Source: an optimization exercise on an open RTL-to-GDS flow (aim: small area and a short achievable clock period). Production flows keep margins and buffers that such runs may drop.
Function was not checked in any run shown here: the RTL went through the layout flow alone.
Power is estimated from default activity; no workload was simulated.

==> flow/design.v, too long to show whole: its modules and the start of the top module <==
// module ALU: 1991 lines
// module c_hipre: 12 lines
// module c_f0: 5 lines
// module c_f1: 5 lines
// module c_f2: 5 lines
// module c_f3: 5 lines
// module c_f4: 5 lines
// module c_f5: 5 lines
// module c_f6: 5 lines
// module c_f7: 5 lines
// module c_f8: 5 lines
// module c_f9: 5 lines
// module c_f10: 5 lines
// module c_f11: 5 lines
// module c_f12: 5 lines
// module c_f13: 5 lines
// module c_f14: 5 lines
// module c_f15: 5 lines
// module c_f16: 5 lines
// module c_f17: 5 lines
// module c_f18: 5 lines
// module c_f19: 5 lines
module ALU(X, B, R, y, valid_in, clk);
  // ...
==> flow/run.sh <==
#!/bin/bash
# synth_recipe.tcl (not shown) runs the flow's synth.tcl, then flattens the netlist and writes it again
# the make line also repeats each setting of config.mk as NAME=value (left out here)
make -C /OpenROAD-flow-scripts/flow DESIGN_CONFIG=/design/flow/config.mk WORK_HOME=/design/flow/orfs CLKGATE_MAP_FILE= SYNTH_SCRIPT=/design/flow/synth_recipe.tcl finish
==> flow/config.mk <==
export PLATFORM = sky130hd
export DESIGN_NAME = ALU
export DESIGN_NICKNAME = ALU
export VERILOG_FILES = /design/flow/design.v
export SDC_FILE = /design/flow/constraint.sdc
export NUM_CORES = 4
export LEC_CHECK = 0
export CAP_MARGIN = 20
export CORE_MARGIN = 2
export CORE_UTILIZATION = 40
export SLEW_MARGIN = 20
export SYNTH_HIERARCHICAL = 1
export SYNTH_MINIMUM_KEEP_SIZE = 0
==> flow/constraint.sdc <==
create_clock -name core_clock -period 10.0 [get_ports {clk}]
set_input_delay 2.0000 -clock core_clock [delete_from_list [all_inputs] [get_ports {clk}]]
set_output_delay 2.0000 -clock core_clock [all_outputs]
set_load 0.01 [all_outputs]
==> summary.txt, run 1 <==
Run status
The run finished with no timing, DRC or antenna violations.

Setup path
The critical path startpoint is R. STA classifies the critical path endpoint as a flop. The critical path contains buffers and inverters numbering 2 combined.

Pwr
For the combinational group, total power comes out at 1.38 mW. Ranked by power, first place goes to combinational logic. The share of total power dissipated in sequential elements is 0.148.

STA
Hold timing on the final database bottoms out at a slack of 0.540 ns. At the pin with the least slew margin, the transition time is 0.851 ns. The maximum clock rate is 113 MHz. The number of hold violations in the final report is 0.

Route
For this block, the routed nets add up to 24,800 um of wire. After detailed routing, the number of vias per cell comes to 5.02. The routed design uses 13,000 um of met2 wire.

Logic synthesis
After synthesis the netlist holds a flip-flop and latch count of 39. The gate count of the mapped netlist is 1,099. The fraction of the yosys area taken by sequential cells is 0.0784.

The parity-gate share of the synthesized area counting xor and xnor cells is 0.0782.

Clock network
In this run the clock root is driven by a sky130_fd_sc_hd__clkbuf_16. The number of setup buffers added after CTS is 0. Clock tree synthesis found a total of 39 sinks. The clock passes through at most 2 buffers. Buffers inserted during clock tree synthesis total 5.

Worst hold path
The end point of the most critical hold path is y[0].

Finish
For this run, the number of standard cells in the final layout without fillers is approximately 1,500. The count of filler cells inserted in the layout is 2,382. The multi-input combinational cell area is 8960 um2.

Placement
The last weighted congestion value of the routability-driven placer is just over 0.8.
==> module c_hipre, before the edit <==
module c_hipre(yh, a1, b0, b1, h1, h0);
  input [6:0] yh;
  input a1, b0, b1;
  output [6:0] h1, h0;
  wire [6:0] yinc = yh + 7'd1;
  wire [6:0] ydec = yh - 7'd1;
  wire [1:0] b = b0 + b1;
  wire [1:0] a = {1'b0, a1};
  wire [1:0] ap = a + 2'd1;
  assign h1 = (ap > b) ? yinc : (ap < b) ? ydec : yh;
  assign h0 = (a > b) ? yinc : (a < b) ? ydec : yh;
endmodule
==> run 2: changes to the inputs <==
--- a/flow/design.v
+++ b/flow/design.v
@@ -1998,7 +1998,5 @@
   wire [6:0] ydec = yh - 7'd1;
-  wire [1:0] b = b0 + b1;
-  wire [1:0] a = {1'b0, a1};
-  wire [1:0] ap = a + 2'd1;
-  assign h1 = (ap > b) ? yinc : (ap < b) ? ydec : yh;
-  assign h0 = (a > b) ? yinc : (a < b) ? ydec : yh;
+  wire [6:0] m = b0 ? yh : yinc;
+  assign h1 = m;
+  assign h0 = a1 ? m : b0 ? ydec : yh;
 endmodule
--- a/flow/config.mk
+++ b/flow/config.mk
@@ -10,2 +10,3 @@
 export CORE_UTILIZATION = 40
+export SETUP_SLACK_MARGIN = 2
 export SLEW_MARGIN = 20
==> run 2 against run 1 <==
Effect of this change: sequential share of layout area shrank 0.054 points; first-iteration DRC count grew 17%; routed wire length fell by 1.6%; clock power increased by 9.6%; sequential cell count stayed put.
==> summary.txt, run 2 <==
Run status
The flow ran to the end and the layout has no timing, DRC or antenna violations.

STA
The maximum clock rate is 129 MHz (+14%). Adding up every negative setup slack in the final design gives 0 ns. The routed design could run at a clock period as short as 7.77 ns. The slew at the pin closest to its max-slew limit came to 0.855 ns (+0.00401 ns). Setup violations remaining at the end of the flow were counted as 0.

The setup slack after layout is around 2.2 ns. The worst hold slack after final layout is 0.543 ns (+0.00272 ns). The number of max-slew violations in the final report is 0. Between clock sinks in the finished design, the worst skew comes to 0.00889 ns. Headroom to the max-slew limit came out at 0.428.

The number of hold violations in the final report is 0 (unchanged). Of the available clock period, the critical path in the final layout requires 0.777. Setup repair after global routing left no endpoint under its margin.

Global routing
The via count of the first global-routing pass is 7,909. The overflow left after global routing is 0. The initial antenna violation count is 0. Entering global routing, the biggest net connects 40 pins. In the global route stage, overall resource usage came out at 0.198. The global-route wire length before repair is between 40,000 and 50,000 um.

Finish
The post-layout instance count excluding filler cells is 1,516 (-0.52%). In the layout the commonest cells are 359 x sky130_fd_sc_hd__nand2_1, 225 x sky130_fd_sc_hd__fa_1, 80 x sky130_fd_sc_hd__nor2_1. y holds more flip-flops than any other register. The largest registers in the layout are y x39. The number of antenna diodes in the final layout is 0. The register with the most flip-flops in the layout has 39 of them. The design area is between 10,000 and 15,000 um2. Relative to the synthesized area, the layout overhead comes to 17.1%. The most common cell after layout, fill and taps aside is sky130_fd_sc_hd__nand2_1.

In the final layout, the share of cells above drive strength 1 is 0.147. The net count of the finished layout is around 1,500.

Setup path
The family with the most delay on the worst path is adder cells. In this design, the stage delay of the slowest critical-path cell is 0.58 ns. The worst reg-to-reg setup slack is ~7.1 ns. STA classifies the critical path endpoint as a flop. The worst setup path is of the in2reg kind.

The sum of buffers and inverters on the critical path is 3 (+1). Of all nets on the critical path, the largest fanout is 9. The launching element type of the critical path is an input pin.

For this design, the slowest cell found on the critical path is sky130_fd_sc_hd__fa_1. In this run the critical register-to-register path is captured at y[25]. STA puts the critical path data required time at 10.19 ns.

The critical path goes through clkdlybuf4s50_1 > nor2b_4 > and2_4 > buf_4 > nand2_1 > fa_1 > fa_1 > fa_1 > fa_1 > fa_1 > fa_1 > fa_1 > nand2_1 > nand2_1 > nor2_4 > nand2_4 > nor2_1 > a21oi_4 > inv_1 > mux2_4. The worst register-to-register path begins at y[1]. The most common cell type on the critical path is sky130_fd_sc_hd__fa_1. The worst endpoint data arrival time is between 7 and 8 ns. The number of cell instances on the worst register-to-register path is 12.

Placement
The HPWL after detailed placement is between 15,000 and 20,000 um. Once placement completed, the tool counted placed cells totaling 1,486. In this run the tool buffered the top-level ports with 73 buffer cells. The last weighted congestion value of the routability-driven placer is 0.842 (+4.1%). Once placement finished, the instance area stood at 11,000 um2. The post-placement setup slack is a little under 0.9 ns.

Logic synthesis
The prevailing post-synth register cell is sky130_fd_sc_hd__dfxtp_1. The gate count of the mapped netlist is 1,079 (-1.8%). Of the post-synthesis cell area, the dominant cell type holds 0.459. The cell area that synthesis handed to floorplanning was roughly 9800 um2. The number of flip-flops and latches in the synthesized netlist is 39 (unchanged). The Yosys step of the flow raised 7 warnings. The average size of a mapped cell is 9.09 um2. The number of distinct standard cells referenced by the synthesized netlist is 35. The commonest cells after synthesis are 360 x sky130_fd_sc_hd__nand2_1, 225 x sky130_fd_sc_hd__fa_1, 82 x sky130_fd_sc_hd__nor2_1. For this run, asynchronously set or reset flops after synthesis account for 0.

The cell type with the highest aggregate area in the netlist is sky130_fd_sc_hd__fa_1. The most numerous cell in the Yosys netlist is sky130_fd_sc_hd__nand2_1. The fraction of the yosys area taken by sequential cells is 0.0796 (+0.00126).

Yosys attributes the largest share of cell area to sky130_fd_sc_hd__fa_1 46%, sky130_fd_sc_hd__nand2_1 14%, sky130_fd_sc_hd__dfxtp_1 8.0%. The synthesized design contains 0 enable-type register cells.

Job
The tool flagged a number of max-cap violations equal to 0.

Clock network
TritonCTS built the clock tree. The number of levels in the clock H-tree is 2. The clock latency reported for the late side of the worst-skew pair is 0.31 ns.

The number of buffers added by the clock tree synthesis step is 5 (unchanged). Clock tree synthesis selected as its root buffer the cell sky130_fd_sc_hd__clkbuf_16. The maximum clock path buffer count came to 2 (unchanged). The number of clock sinks was 39 (unchanged). Clock-pin slew was measured on the worst setup and hold paths at 0.07 ns. After clock tree synthesis, the flow added hold-fix buffers numbering 0.

Pwr
The analysis attributes to cell leakage a power of 3.48 nW. The power per unit of standard cell area is 163 nW/um2. VDD sags by at most around 0.00011 V.

Worst hold path
The worst hold path was traced through 3 stages. The path category of the worst min-delay check is reg2reg. The path with the worst hold slack has its endpoint at y[0].

The startpoint of the tightest hold check path is y[0].

Floorplan
The overall die width is approximately 160 um. The top-level port count is between 70 and 80. After floorplanning, the core was sized to cover 24,200 um2.

The vertical die dimension is 161 um. After floorplanning, the core was divided into between 50 and 60 placement rows. The floorplan step defined a die boundary enclosing 25,800 um2. For this configuration, the core starts out at a cell density of 0.406.

Route
After detailed routing, the average wire length per cell comes to 16.1 um. Detailed routing inserted a total of 7,663 vias. Once detail routing completed, the nets flagged for antenna violations numbered 0.

The wire length reported by the detailed router was 24,400 um (-1.6%). For this run, the detailed router's first-pass iteration total came to 4. After detailed routing, the number of remaining DRC violations is 0. For this block, the initial DRC count from the detailed router was 424. The detailed-route vias per instance is 5.05 (+0.70%).
==> run 2: cell count changes after synthesis, sizes merged, moves of 2 or more <==
cell	change
fa	-2
ha	-3
inv	-3
nand2	-2
nand4	-3
nand4b	+2
nor2	-3
==> run 2: layer usage <==
| layer | share of wire | vias up | GRT usage | wire length [um] |
|---|---|---|---|---|
| li1 | - | 3583 | - | - |
| met1 | 0.41 | 3845 | 0.256 | 9910 |
| met2 | 0.52 | 194 | 0.348 | 12700 |
| met3 | 0.046 | 41 | 0.0253 | 1120 |
| met4 | 0.028 | 0 | 0.0594 | 684 |
| met5 | 0 | - | 0 | 0 |
==> run 2: final cells by class <==
type,count,area (um2)
Fill cell,2318,12700
Multi-Input combinational cell,982,8890
Timing Repair Buffer,108,1010
Sequential cell,39,781
Tap cell,324,405
Inverter,55,206
Clock buffer,5,125
Clock inverter,3,67.6
==> run 2: cell families after synthesis <==
family | count (synthesis) | synth area share
flip-flops | 39 | 0.0796
XOR/XNOR | 89 | 0.0795
other | 1 | 0.000382
AO/OA/AOI/OAI | 115 | 0.0953
adder cells (fa/ha/maj) | 227 | 0.462
buffers and inverters | 59 | 0.0253
AND/OR/NAND/NOR | 540 | 0.245
multiplexers | 9 | 0.0130
==> run 2: per-stage QoR <==
stage	power [mW]	utilization
2_1_floorplan	1.24	-
3_3_place_gp	1.57	0.455
3_5_place_dp	1.59	0.455
4_1_cts	1.85	0.466
5_1_grt	2.07	0.475
6_report	1.88	0.475
==> run 2: worst max path at each step <==
stage          endpoint  slack [ns]  depth (start not counted)      from
2_1_floorplan     y[32]        2.13                         17  valid_in
3_3_place_gp      y[38]         1.0                         19         R
3_5_place_dp      y[35]        0.86                         19         R
4_1_cts           y[33]        2.00                         19  valid_in
5_1_grt           y[33]        1.96                         19  valid_in
6_report          y[34]        2.23                         20  valid_in
==> run 2: where the power goes <==
part / leakage (nW) / switching, mW / internal (mW)
Clock: 0.0900 / 0.0846 / 0.144
Combinational: 3.06 / 0.785 / 0.599
Sequential: 0.326 / 0.0370 / 0.229
==> run 2: Yosys stat by module, one instance, submodules excluded, excerpt <==
module / flip-flops and latches / copies in the design / area [um2]
c_f6: 0 / 32 / 6.26
c_f5: 0 / 225 / 20.0
c_f16: 0 / 3 / 13.8
c_f17: 0 / 2 / 12.5
ALU: 39 / 1 / 828
c_f4: 0 / 16 / 6.26
c_f9: 0 / 51 / 8.76
c_f12: 0 / 11 / 13.8
==> run 2: timing repair <==
action	4_1_cts	5_1_grt
cloned	1	0
buffers inserted	2	19
setup endpoints to repair	18	18
gates resized for setup	20	21
pin swaps	1	7
==> run 2: worst min-delay path, cell delays in order (launching register included) <==
cell	delay, ns
sky130_fd_sc_hd__dfxtp_1	0.32
sky130_fd_sc_hd__nand2b_1	0.09
sky130_fd_sc_hd__xnor2_1	0.06
sky130_fd_sc_hd__inv_1	0.04
==> run 3: changes to the inputs <==
--- a/flow/config.mk
+++ b/flow/config.mk
@@ -10,3 +10,3 @@
 export CORE_UTILIZATION = 40
-export SETUP_SLACK_MARGIN = 2
+export SETUP_SLACK_MARGIN = 4
 export SLEW_MARGIN = 20
==> run 3 against run 2 <==
Effect of this change: via count increased by 4.4%; die area unchanged; sequential share of layout area decreased by 0.56 points; fmax increased by 7.4%; critical path type unchanged; largest cell class unchanged; largest power group unchanged.
==> summary.txt, run 3 <==
Finish
The largest registers in the layout are y x39. The library cell used most frequently in the layout, excluding fill and tap cells, is sky130_fd_sc_hd__nand2_1. The final core area utilization is 0.517 (+0.0423).

The post-layout instance count excluding filler cells is 1,582 (+4.4%). The layout cell share with drive strength beyond 1 came to 0.285 (+0.138). The area added between synthesis and finish is 27.6%. More flip-flops sit in one register than any other, and that register is y. In the layout the commonest cells are 331 x sky130_fd_sc_hd__nand2_1, 186 x sky130_fd_sc_hd__fa_1, 76 x sky130_fd_sc_hd__buf_4. The number of flip-flops under the largest register name is 39 (unchanged).

The number of nets in the layout came to 1,519 (+4.5%). The number of diodes added for antenna fixing is 0 (unchanged). The design area is 12,500 um2 (+8.9%).

Setup path
The critical path's largest stage delay was 0.60 ns (+0.02 ns). The worst endpoint data arrival time is 7.43 ns (-0.54 ns). The critical path is of the in2reg type.

By instance count, the cell type seen most on the critical path is sky130_fd_sc_hd__fa_2. The worst setup path is captured at a flop. The cell type of the slowest stage on the worst timing path is sky130_fd_sc_hd__fa_2.

Traced cell by cell, the critical path runs through buf_12 > nor2b_4 > and2_4 > buf_4 > nand2_1 > fa_2 > fa_1 > fa_2 > fa_2 > fa_1 > fa_1 > fa_2 > nor2_2 > a21oi_2 > o21ai_4 > a21oi_4 > o21ai_2 > a21oi_4 > buf_12 > inv_2 > mux2_4. The required arrival time at the worst endpoint was 10.19 ns (about the same). The top fanout value on the critical path came to 7 (-2). The worst setup path is launched from an input pin.

Global routing
The global-route wire length before repair came to 42,800 um (+5.5%). The global routing usage summed across all routing layers came to 0.209 (+0.0111). The maximum number of pins on one net before global-route repair is 40 (unchanged). The initial antenna violation count was 0 (unchanged). The overflow left after global routing came to 0 (unchanged). The via count of the first global-routing pass is 8,475 (+7.2%).

Logic synthesis
Among all flip-flop cells after synthesis, the most frequent one is sky130_fd_sc_hd__dfxtp_1. The most common cell in the synthesized netlist is sky130_fd_sc_hd__nand2_1. Ranked by total cell area, the synthesized netlist is headed by sky130_fd_sc_hd__fa_1 46%, sky130_fd_sc_hd__nand2_1 14%, sky130_fd_sc_hd__dfxtp_1 8.0%. The post-synthesis cell area was 9810 um2 (unchanged). The average size of a mapped cell is 9.09 um2 (unchanged). The gate count of the mapped netlist is 1,079 (unchanged). Of all cell types, the one taking the most synthesized area is sky130_fd_sc_hd__fa_1. The Yosys warning count was 7 (unchanged).

The commonest cells after synthesis are 360 x sky130_fd_sc_hd__nand2_1, 225 x sky130_fd_sc_hd__fa_1, 82 x sky130_fd_sc_hd__nor2_1. The number of distinct standard cells referenced by the synthesized netlist is 35 (unchanged). The number of flip-flops and latches in the synthesized netlist was 39 (unchanged). The fraction of the yosys area taken by sequential cells is 0.0796 (unchanged).

The share of the synthesized area in the top cell type is 0.459 (unchanged). The share of flip-flops with an asynchronous set or reset after synthesis is 0 (unchanged). The number of synthesized flops with an enable pin was 0 (unchanged).

Floorplan
The top-level port count is 74 (unchanged). The overall die width is 161 um (unchanged). The vertical die dimension was 161 um (unchanged). The full die area is 25,800 um2 (unchanged). The initial cell density of the core is 0.406 (unchanged).

The number of placement rows came to 57 (unchanged). The area of the core is 24,200 um2 (unchanged).

Clock network
The root buffer cell chosen for the clock tree is sky130_fd_sc_hd__clkbuf_16. The number of clock sinks is 39 (unchanged). The maximum clock path buffer count is 2 (unchanged).

The clock latency reported for the late side of the worst-skew pair is 0.30 ns (about the same). The clock slew at the register clock pins of the worst setup and hold paths is 0.07 ns (about the same). The post-cts hold buffer count is 0 (unchanged). The number of levels in the clock H-tree came to 2 (unchanged).

The number of buffers added by the clock tree synthesis step is 5 (unchanged). The TritonCTS clock tree is yes.

STA
The maximum clock rate came to 138 MHz (+7.4%). The setup violation total in the final timing report is 0 (unchanged). The clock period minus final worst setup slack is 7.24 ns (-0.534 ns). The slew at the pin closest to its max-slew limit is 0.782 ns (-0.0735 ns). The worst clock skew came to 0.00579 ns (-0.00310 ns). The number of hold violations in the final report is 0 (unchanged). The number of max-slew violations in the final report is 0 (unchanged). The normalized max-slew margin is 0.479 (+0.0508). The sum of negative setup slack came to 0 ns (unchanged). The portion of the clock cycle consumed by the worst path in the final layout is 0.724 (-0.0534).

Setup repair after global routing could not meet its margin everywhere.

Placement
The HPWL after detailed placement came to 19,500 um (about the same). The count of input and output buffers is 73 (unchanged). The post-place instance area is 11,000 um2 (+0.25%). The last weighted congestion value of the routability-driven placer was 0.807 (-4.1%). The placed instance count is 1,477 (-0.61%).

Route
The number of remaining DRC errors was 0 (unchanged). The total length of routed met3 wires is 1150 um (+2.6%). The detailed-router iteration count before antenna repair is 5 (+1). The average wire per cell in the routed design came to 16.5 um (+3.0%).

The total length of routed met2 wires is 13,600 um (+7.4%). The detailed-route vias per instance is 5.06 (about the same). The highest layer touched by signal routing is met4. The wire length reported by the detailed router is 26,200 um (+7.5%). The total number of vias is 8,004 (+4.4%). The number of DRC markers after the initial detailed-route iteration came to 433 (+2.1%). The residual antenna-violating net count after detailed routing is 0 (unchanged).

The wire length the detailed router placed on met1 is 10,800 um (+9.3%).

Pwr
The overall power after layout is 2.18 mW (+16%). The worst ir drop on vdd is 0.000129 V (+13%). The leakage power summed over all cells is 3.95 nW (+14%).

The power per unit of standard cell area was 175 nW/um2 (+6.8%).

Run status
The flow ran to the end and the layout has no timing, DRC or antenna violations.

Job
The count of maximum capacitance violations is 0 (unchanged).

Worst hold path
The tightest min-delay check is of the reg2reg type.
run 3: cell types whose count changed in the layout (fill, tap and decap cells not counted), sizes merged:
| cell | delta |
|---|---|
| clkdlybuf4s50 | -23 |
| clkbuf | +4 |
| dlygate4sd2 | +6 |
| buf | +66 |
| clkdlybuf4s15 | +11 |
| and2 | +1 |
| dlymetal6s2s | +1 |
run 3: path summary, 6_finish.rpt:
kind,startpoint,cells after the start,slack (ns),end
hold reg to reg,y[0],3,0.55,y[0]
setup reg to reg,y[1],13,7.13,y[37]
hold / removal,y[0],3,0.55,y[0]
setup / recovery,R,21,2.76,y[37]
run 3: routing by layer:
layer / up-vias / track usage
met5: - / 0
met2: 200 / 0.372
met1: 4052 / 0.267
met4: 0 / 0.0573
li1: 3708 / -
met3: 44 / 0.0276
run 3: cell families (layout without fill, tap and decap cells):
logic type	Yosys count	after routing	synth area share
and+or+nand+nor	540	542	0.245
adders and majority gates	227	227	0.462
AOI/OAI and AO/OA	115	115	0.0953
xor gates and xnor gates	89	89	0.0795
buffers and inverters	59	236	0.0253
DFF	39	39	0.0796
muxes	9	9	0.0130
other	1	1	0.000382
run 3: metrics by stage:
stage / setup WS [ns] / hold WS [ns]
floorplan: 2.72 / 0.541
global placement: 1.42 / 0.527
detailed placement: 1.36 / 0.535
CTS: 2.70 / 0.558
global route: 2.64 / 0.628
finish: 2.76 / 0.545
run 3: area by class of cell:
| class | count | area [um2] |
|---|---|---|
| clock buffers | 5 | 125 |
| clock inverters | 3 | 67.6 |
| fillers | 2204 | 11700 |
| inverters | 55 | 221 |
| multi-input cells | 983 | 9240 |
| flip-flops and latches | 39 | 781 |
| well taps | 324 | 405 |
| repair buffers | 173 | 1670 |
run 3: per-module statistics from Yosys (local to each module, per instance), excerpt:
module  cells inside  times used  cell area (um2)
c_f2               1         356             3.75
c_f3               1          16             8.76
c_f0               1           1             13.8
c_f13              1          24             5.00
c_f6               1          32             6.26
c_f10              2           9             12.5
c_f5               1         225             20.0
c_f11              2          14             12.5
c_f15              1           8             11.3
c_f12              1          11             13.8
c_f9               1          51             8.76
c_f14              1          19             3.75
c_f1               1          16             6.26
c_f16              1           3             13.8
c_f4               1          16             6.26
c_f19              1           7             15.0
run 3: what timing repair did:
item	4_1_cts	5_1_grt
cloned	2	1
buffers inserted	66	28
pin swaps	37	47
endpoints found under the setup margin	32	31
resized for setup	139	86
run 3: worst max-delay path: cells and delay by family:
family	cells	cell delay (ns)
compound gates	5	0.76
buf+inv	4	0.46
fa+ha+maj	7	3.39
mux	1	0.28
simple gates	4	0.51
run 3: where the power goes:
part           leakage (nW)  switching [mW]  internal [mW]
clock                0.0900          0.0808          0.143
combinational          3.53           0.907          0.790
sequential            0.326          0.0346          0.229
total                  3.95            1.02           1.16
==> run 4: changes to the inputs <==
==> flow/flow/run.sh (new file) <==
#!/bin/bash
# The standard layout, with every input and output port buffered by a
# plain buffer (buf_2) instead of the default delay-cell buffer; the
# resizer may then size these buffers like any other.
set -euo pipefail
cd "$(dirname "$0")/.."
export BUFFER_PORTS_ARGS="-buffer_cell sky130_fd_sc_hd__buf_2"
bash standard.sh > flow_standard.log 2>&1
==> flow/standard.sh (new file) <==
#!/bin/bash
# synth_recipe.tcl (not shown) runs the flow's synth.tcl, then flattens the netlist and writes it again
# the make line also repeats each setting of config.mk as NAME=value (left out here)
make -C /OpenROAD-flow-scripts/flow DESIGN_CONFIG=/design/flow/config.mk WORK_HOME=/design/flow/orfs CLKGATE_MAP_FILE= SYNTH_SCRIPT=/design/flow/synth_recipe.tcl "${@:-finish}"
--- a/flow/config.mk
+++ b/flow/config.mk
@@ -10,3 +10,3 @@
 export CORE_UTILIZATION = 40
-export SETUP_SLACK_MARGIN = 4
+export SETUP_SLACK_MARGIN = 2.5
 export SLEW_MARGIN = 20
removed: flow/run.sh
==> run 4 against run 3 <==
Effect of this change: still clean; cell count down 4.0%; utilization down 5.5 points; count of clock-buffer cells in the layout unchanged; area after synthesis unchanged; largest cell class unchanged.
==> summary.txt, run 4 <==
Clock network
The number of clock sinks was 39 (unchanged). The number of buffers added by the clock tree synthesis step was 5 (unchanged). The cell at the root of the clock tree is sky130_fd_sc_hd__clkbuf_16. The clock latency reported for the late side of the worst-skew pair is 0.30 ns (about the same). The number of levels in the clock H-tree was 2 (unchanged). The TritonCTS clock tree is yes. The post-cts hold buffer count is 0 (unchanged). The maximum clock path buffer count came to 2 (unchanged). The clock slew at the register clock pins of the worst setup and hold paths is 0.07 ns (about the same).

Placement
The HPWL after detailed placement is 19,100 um (-1.7%). The post-placement setup slack is 1.52 ns (+0.159 ns). The post-place instance area is 10,600 um2 (-4.0%). The last weighted congestion value of the routability-driven placer came to 0.877 (+8.6%). The count of input and output buffers is 73 (unchanged).

Floorplan
The initial cell density of the core is 0.406 (unchanged). The top-level port count was 74 (unchanged). The full die area is 25,800 um2 (unchanged). The area of the core is 24,200 um2 (unchanged). The vertical die dimension is 161 um (unchanged).

The number of placement rows is 57 (unchanged). The overall die width is 161 um (unchanged).

Pwr
The net load switching power is 0.914 mW (-11%). The proportion of power drawn by combinational gates is 0.759 (-0.018). The part of the total power dissipated in the clock network is 0.094 (-0.009). The sequential share of power is 0.147 (+0.026). The switching share of power came to 0.514 (+0.0460). The worst ir drop on vdd came to 0.0000923 V (-28%). The leakage power summed over all cells was 3.50 nW (-11%). The power per unit of standard cell area is 159 nW/um2 (-8.8%).

The internal power summed over all cells is 0.865 mW (-26%).

Logic synthesis
Ranked by total cell area, the synthesized netlist is headed by sky130_fd_sc_hd__fa_1 46%, sky130_fd_sc_hd__nand2_1 14%, sky130_fd_sc_hd__dfxtp_1 8.0%. The synthesized design spends more area on one cell type than any other, namely sky130_fd_sc_hd__fa_1. The number of flip-flops and latches in the synthesized netlist was 39 (unchanged). The prevailing post-synth register cell is sky130_fd_sc_hd__dfxtp_1. The share of flip-flops with an asynchronous set or reset after synthesis is 0 (unchanged).

The Yosys warning count is 7 (unchanged). The most numerous cell in the Yosys netlist is sky130_fd_sc_hd__nand2_1. The post-synthesis cell area is 9810 um2 (unchanged). The gate count of the mapped netlist is 1,079 (unchanged).

The fraction of the yosys area taken by sequential cells was 0.0796 (unchanged). The commonest cells after synthesis are 360 x sky130_fd_sc_hd__nand2_1, 225 x sky130_fd_sc_hd__fa_1, 82 x sky130_fd_sc_hd__nor2_1. The number of distinct standard cells referenced by the synthesized netlist is 35 (unchanged). The number of synthesized flops with an enable pin is 0 (unchanged). The average size of a mapped cell is 9.09 um2 (unchanged). The share of the synthesized area in the top cell type is 0.459 (unchanged).

STA
The worst hold slack after final layout was 0.543 ns (-0.00204 ns). Setup repair after global routing left no endpoint under its margin. The worst clock skew is 0.0145 ns (+0.00871 ns). The setup violation total in the final timing report came to 0 (unchanged). The number of max-slew violations in the final report is 0 (unchanged). The maximum clock rate was 137 MHz (-0.99%). The portion of the clock cycle consumed by the worst path in the final layout was 0.731 (+0.00726). The slew at the pin closest to its max-slew limit was 0.650 ns (-0.132 ns).

The sum of negative setup slack is 0 ns (unchanged). The clock period minus final worst setup slack is 7.31 ns (+0.0726 ns). The setup slack after layout is 2.69 ns (-0.0726 ns). The normalized max-slew margin is 0.566 (+0.0873).

The number of hold violations in the final report is 0 (unchanged).

Route
The number of remaining DRC errors is 0 (unchanged). The wire length reported by the detailed router is 24,400 um (-6.8%). The detailed-route vias per instance is 5.04 (-0.39%). The detailed-router iteration count before antenna repair is 5 (unchanged). The residual antenna-violating net count after detailed routing was 0 (unchanged). The number of DRC markers after the initial detailed-route iteration is 471 (+8.8%). The total number of vias was 7,650 (-4.4%). The average wire per cell in the routed design came to 16.1 um (-2.9%).

Run status
The flow ran to the end and the layout has no timing, DRC or antenna violations.

Setup path
The top fanout value on the critical path was 8 (+1). The worst endpoint data arrival time is 7.49 ns (+0.06 ns). The number of cell instances on the worst register-to-register path is 12 (-1).

The worst reg-to-reg setup slack is 6.97 ns (-0.16 ns). The worst register-to-register path ends at y[34]. In this run the critical register-to-register path is launched from y[1].

The required arrival time at the worst endpoint came to 10.18 ns (about the same). STA classifies the critical path startpoint as an input pin. The worst setup path is of the in2reg kind. The worst setup path is captured at a flop.

Global routing
The met2 usage in global routing is 0.343 (-0.0286). The via count of the first global-routing pass is 8,061 (-4.9%). The maximum number of pins on one net before global-route repair was 40 (unchanged). The global routing stage identified its most utilized layer as met2.

The met1 layer usage reported by global route is 0.255 (-0.0123). The met3 track utilization from global routing is 0.0240 (-0.00362). The global routing usage summed across all routing layers is 0.197 (-0.0119). The global-route wire length before repair was 40,400 um (-5.6%). The initial antenna violation count came to 0 (unchanged). The overflow left after global routing came to 0 (unchanged).

Finish
The number of nets in the layout is 1,455 (-4.2%). The design area is 11,200 um2 (-11%). The number of flip-flops under the largest register name is 39 (unchanged). The most common cell after layout, fill and taps aside is sky130_fd_sc_hd__nand2_1.

The layout cell share with drive strength beyond 1 was 0.227 (-0.0576). y holds more flip-flops than any other register. The top cell types in the final layout, fill and taps aside, are 353 x sky130_fd_sc_hd__nand2_1, 218 x sky130_fd_sc_hd__fa_1, 77 x sky130_fd_sc_hd__nor2_1. The area added between synthesis and finish is 13.9%.

The final core area utilization is 0.462 (-0.0555). The number of diodes added for antenna fixing was 0 (unchanged). The largest registers in the layout are y x39.

Worst hold path
The number of cells traversed by the worst hold path came to 3 (unchanged). The path category of the worst min-delay check is reg2reg. The startpoint of the tightest hold check path is y[0].

The end point of the most critical hold path is y[0].

Job
The count of maximum capacitance violations is 0 (unchanged).
[run 4: changes by cell type in the layout (fill, tap and decap cells not counted), moves of 22 or more]
cell,change
sky130_fd_sc_hd__buf_4,-42
sky130_fd_sc_hd__buf_2,+73
sky130_fd_sc_hd__nand2_1,+22
sky130_fd_sc_hd__clkdlybuf4s50_1,-46
sky130_fd_sc_hd__fa_1,+32
sky130_fd_sc_hd__fa_2,-32
[run 4: worst max-delay path by stage]
stage                         from  endpoint  depth (start not counted)
after floorplan           valid_in     y[32]                         18
after global placement           R     y[36]                         19
after detailed placement         R     y[35]                         19
after CTS                        R     y[35]                         19
after global routing             R     y[34]                         20
final                            R     y[34]                         19
[run 4: layout make-up]
class                      instances  area (um2)
sequential                        39         781
clock inverter                     3        15.0
timing repair buffer             110         672
fill                            2333       13000
clock buffer                       5         125
multi-input combinational        982        8960
inverter                          55         206
tap                              324         405
[run 4: routing by layer]
layer	vias to the layer above	part of all wire
met2	190	0.51
met5	-	0
met3	43	0.041
met1	3830	0.42
li1	3587	-
met4	0	0.029
[run 4: cells by family (layout without fill, tap and decap cells)]
family | after synthesis | count (layout) | share of synthesized area
AO/OA/AOI/OAI | 115 | 115 | 0.0953
XOR/XNOR | 89 | 89 | 0.0795
adder cells (fa/ha/maj) | 227 | 227 | 0.462
buffers and inverters | 59 | 173 | 0.0253
flip-flops | 39 | 39 | 0.0796
multiplexers | 9 | 9 | 0.0130
other | 1 | 1 | 0.000382
AND/OR/NAND/NOR | 540 | 541 | 0.245
[run 4: power groups by stage]
stage	sequential, mW	clock (mW)	combinational [mW]
2_1_floorplan	0.291	0	0.956
3_3_place_gp	0.263	0	1.24
3_5_place_dp	0.266	0	1.26
4_1_cts	0.263	0.174	1.30
5_1_grt	0.269	0.179	1.52
6_report	0.261	0.167	1.35
[run 4: stage by stage]
step	instances	power, mW
after CTS	1495	1.74
after global placement	1477	1.51
final	1518	1.78
after global routing	1518	1.97
after floorplan	1079	1.25
after detailed placement	1477	1.53
[run 4: repair_timing]
action / in CTS / in global routing
resized for setup: 20 / 34
endpoints found under the setup margin: 16 / 22
pin swaps: 5 / 13
cloned: 0 / 1
setup buffers: 10 / 22
[run 4: Yosys stat by module, one instance, submodules excluded, a selection]
module,cells inside,flip-flops and latches
c_f6,1,0
c_f3,1,0
c_f13,1,0
c_f0,1,0
c_f15,1,0
c_f16,1,0
c_f5,1,0
[run 4: worst max-delay path, stage by stage]
cell,delay [ns]
sky130_fd_sc_hd__buf_2,0.19
sky130_fd_sc_hd__nor2b_4,0.23
sky130_fd_sc_hd__and2_4,0.21
sky130_fd_sc_hd__nand2_1,0.09
sky130_fd_sc_hd__fa_1,0.57
sky130_fd_sc_hd__fa_1,0.44
sky130_fd_sc_hd__fa_1,0.48
sky130_fd_sc_hd__fa_1,0.42
sky130_fd_sc_hd__fa_1,0.47
sky130_fd_sc_hd__fa_1,0.55
sky130_fd_sc_hd__fa_1,0.47
sky130_fd_sc_hd__nand2_1,0.17
sky130_fd_sc_hd__nand2_2,0.12
sky130_fd_sc_hd__o21ai_4,0.28
sky130_fd_sc_hd__a21oi_4,0.10
sky130_fd_sc_hd__o21ai_1,0.22
sky130_fd_sc_hd__a21oi_4,0.09
sky130_fd_sc_hd__inv_1,0.09
sky130_fd_sc_hd__mux2_4,0.29

-- separate check: timing with driven ports --
The results above use ideal ports. As a check the final layouts listed here were re-extracted and re-timed, cells and wires unchanged. Step 1: set_driving_cell puts a clkbuf_16 on clk and a buf_2 on each other input, an assumption about the parent block. Step 2 times the ports against the registers' clock, not the clock port: input delays grow and output delays shrink by t, the midpoint of the rising clock arrivals with the driver on. Slacks: ideal / step 1 / step 2; pairs: ideal / step 1.
run | t, ns | slack for setup (ns) | worst setup path at the end | worst register clock-pin slew, ns | worst slew at a driven data input, ns
run 1 | 0.352 | 1.131 / 1.158 / 0.805 | input to register | 0.08 / 0.08 | 0.05
run 2 | 0.346 | 2.227 / 2.246 / 1.900 | input to register | 0.08 / 0.08 | 0.06
run 3 | 0.343 | 2.761 / 2.759 / 2.416 | input to register | 0.07 / 0.07 | 0.06
run 4 | 0.340 | 2.688 / 2.714 / 2.374 | input to register | 0.07 / 0.07 | 0.04
After both steps every run listed still meets setup and hold. For run 3, which loses most, drivers alone change the setup slack by -0.002 ns; drivers and shift together by -0.345 ns.
